From an optimization exercise on the open Yosys and OpenROAD flow, aimed at small area; shortcuts taken in it are not production practice.
Function was checked by simulation only, so behaviour that the tests miss may differ from the original.
Power is estimated from default activity; no workload was simulated.

Setup of build 79:
==> flow/design.v (excerpt) <==
module lcd_i2c_top(
    input           clk,                     
    input           rst_n,                   
    input  [6:0]    i2c_addr,                
    input  [127:0]  row1,                    
    input  [127:0]  row2,                    
    input           sda_in,                  
    output          scl,                     
    output          sda_low                  
);
Size: about 27 flip-flops, about 2700 um^2 of cells after synthesis.
==> flow/config.mk <==
export PLATFORM = sky130hd
export DESIGN_NAME = lcd_i2c_top
export DESIGN_NICKNAME = lcd_i2c_top
export VERILOG_FILES = /design/flow/design.v
export SDC_FILE = /design/flow/constraint.sdc
export NUM_CORES = 4
export LEC_CHECK = 0
export CAP_MARGIN = 20
export CORE_MARGIN = 2
export CORE_UTILIZATION = 55
export GPL_TIMING_DRIVEN = 0
export PLACE_DENSITY = 0.7
export SLEW_MARGIN = 20
==> flow/constraint.sdc <==
create_clock -name core_clock -period 10.0 [get_ports {clk}]
set_input_delay 2.0000 -clock core_clock [delete_from_list [all_inputs] [get_ports {clk}]]
set_output_delay 2.0000 -clock core_clock [all_outputs]
set_load 0.01 [all_outputs]
standard.sh (not shown) runs the stock make flow with config.mk's settings and CLKGATE_MAP_FILE= SYNTH_SCRIPT=/design/flow/synth_recipe.tcl, a recipe that flattens the netlist after the stock synthesis.
==> flow/flow/run.sh <==
#!/bin/bash
# Layout flow: the standard ORFS flow (standard.sh) with two changes.
#  - Synthesis maps the logic with an area-oriented ABC script (flow/abc.script, used in
#    place of ORFS's abc_speed.script in a private copy of ORFS's scripts folder) and
#    without ORFS's adder extraction (ADDER_MAP_FILE empty). Registers are mapped exactly
#    as in the standard synthesis (same names and cells).
#  - Every input and output port is buffered with sky130_fd_sc_hd__buf_1.
# make's output goes to flow_make.log here; each ORFS step also logs to orfs/logs/.
set -euo pipefail
W=$(pwd)
rm -rf "$W/orfs_scripts"
cp -r "$FLOW_HOME/scripts" "$W/orfs_scripts"
cp "$W/flow/abc.script" "$W/orfs_scripts/abc_speed.script"
bash standard.sh "SCRIPTS_DIR=$W/orfs_scripts" "ADDER_MAP_FILE=" \
    'BUFFER_PORTS_ARGS=-buffer_cell sky130_fd_sc_hd__buf_1' finish > flow_make.log 2>&1
==> flow/flow/abc.script <==
strash
&get -n
&dch -f
&nf -R 1000
&put
In the summary table, build 79 is marked failed, with error PPL-0024 raised in I/O pin placement.
What build 96 does differently from build 79 at the input level:
Settings: PLACE_DENSITY no longer set, was 0.7; GPL_TIMING_DRIVEN no longer set, was 0; CORE_UTILIZATION now 40, was 55.
==> results.txt <==
- Having completed the whole flow, build 96 delivered a layout that passed the timing, DRC and antenna checks.
- Sort build 79 and build 96 by y dimension of the die, ascending, and build 79 comes first.
- From build 96 to build 79, synthesized area did not move at all.
- When build 96 is measured against build 79, its starting density of the core turns out 16 points lower.
- | area fraction in and, or, nand and nor cells after synthesis | build 79 vs build 96 | ≈ equal |
- Number of cell rows (lower): build 79
- Re number of register bits inferred by synthesis: no difference whatsoever between build 79 and build 96.
- Register area share after synthesis delta (build 79 -> build 96): insignificant
- The x dimension of the die of build 96 is higher than that of build 79.
The following lists how build 41 was set up differently from build 96:
Settings: PLACE_DENSITY now 0.8, previously not set; CORE_UTILIZATION now 70, was 40; GPL_TIMING_DRIVEN now 0, previously not set.
[summary]
Build 41: it failed with a tool error in I/O pin placement, so there are no final results.
~same post-synthesis sequential element count in build 96 and build 41
Compared with build 96, build 41 shows a count of standard-cell rows that is 8 lower.
Cmp build 41 vs build 96: horizontal extent of the die lower in build 41
Reported for build 96 and build 41, gate count after technology mapping turned out identical to the last digit.
Reported for build 96 and build 41, net count of the mapped netlist turned out identical to the last digit.
What build 10 does differently from build 41 at the input level:
Settings: swapping 20 for 0 in SLEW_MARGIN; clearing PLACE_DENSITY, which used to be 0.8; swapping 70 for 40 in CORE_UTILIZATION.
Findings:
Status for build 10 and build 41: clean finish in build 10 only
For build 41, the flow was terminated by a tool error in I/O pin placement and produced no final design.
From build 10 to build 41, count of flip-flops with a built-in enable after synthesis did not move at all.
[compare] base=build 41 new=build 10: horizontal extent of the die has increased, effective utilization at floorplan now smaller, post-synthesis cell count held.
Diff build 41 -> build 10: proportion of register bits with asynchronous set or reset after synthesis ~0 delta, post-synthesis register bit count stayed essentially flat.
> inputs changed (build 10 -> build 91)
Settings: swapping 20 for 0 in CAP_MARGIN.
Notes after the runs:
- Comparing build 10 against build 91, there is no change at all in routability-driven placement congestion ratio.
- Between build 10 and build 91, the largest fanout on the critical path is higher for build 91.
- Going from build 10 to build 91, final core utilization went down; non-clock buffer area fraction after layout fell by 1.6 points.
- Taking build 10 as the reference, in build 91 clock period minus worst slack higher, highest clock rate decreased by 0.0055 GHz relative to the old numbers, layout-stage area growth over the synthesis result now sits lower, actual transition at the worst max-transition pin saw an increase.
## Diff of input files: build 7 against build 91
Settings: CTS_BUF_LIST newly set to sky130_fd_sc_hd__clkbuf_8.
[summary]
- The setup slack of build 7 is smaller than that of build 91.
- Fraction of the cycle the final worst path needs: build 7 vs build 91 up 0.35 points
- In build 7 the clock network fraction of design power turned out 0.3 points lower than in build 91.
- Max longest individual stage delay on the worst path across build 91 and build 7: build 7
- Between build 7 and build 91, the average routed wire per standard cell does not differ in any meaningful way.
- There was hardly any difference in final hold slack between build 91 and build 7.
- Compared with build 91, in build 7 power has decreased; minimum period implied by the final worst setup slack went up by 0.035 ns; routed wire length roughly the same; overall die area roughly the same.

-- port drivers added, routing unchanged --
How much do the figures lean on ideal ports? The routed layouts below were timed once more, with nothing changed but the port constraints. Step 1: set_driving_cell puts a clkbuf_16 on clk and a buf_2 on each other input, an assumption about the parent block. Step 2 times the ports against the registers' clock, not the clock port: input delays grow and output delays shrink by t, the midpoint of the rising clock arrivals with the driver on. a / b / c = ideal ports / drivers / drivers and shift; a / b = the first two.
| run | shift t [ns] | setup WS [ns] | slew at the worst register clock pin (ns) | worst slew at a driven data input, ns | pins driven straight from the clock port |
|---|---|---|---|---|---|
| build 96 | 0.310 | 6.090 / 6.090 / 5.789 | 0.10 / 0.10 | 0.09 | 1 |
| build 10 | 0.299 | 5.935 / 5.899 / 5.600 | 0.10 / 0.10 | 0.07 | 1 |
| build 91 | 0.307 | 5.842 / 5.842 / 5.692 | 0.10 / 0.10 | 0.07 | 1 |
| build 7 | 0.309 | 5.807 / 5.807 / 5.680 | 0.10 / 0.10 | 0.07 | 1 |
After both steps setup and hold are still met in every run listed. For build 10, which loses most, drivers alone change the setup slack by -0.036 ns; drivers and shift together by -0.335 ns.
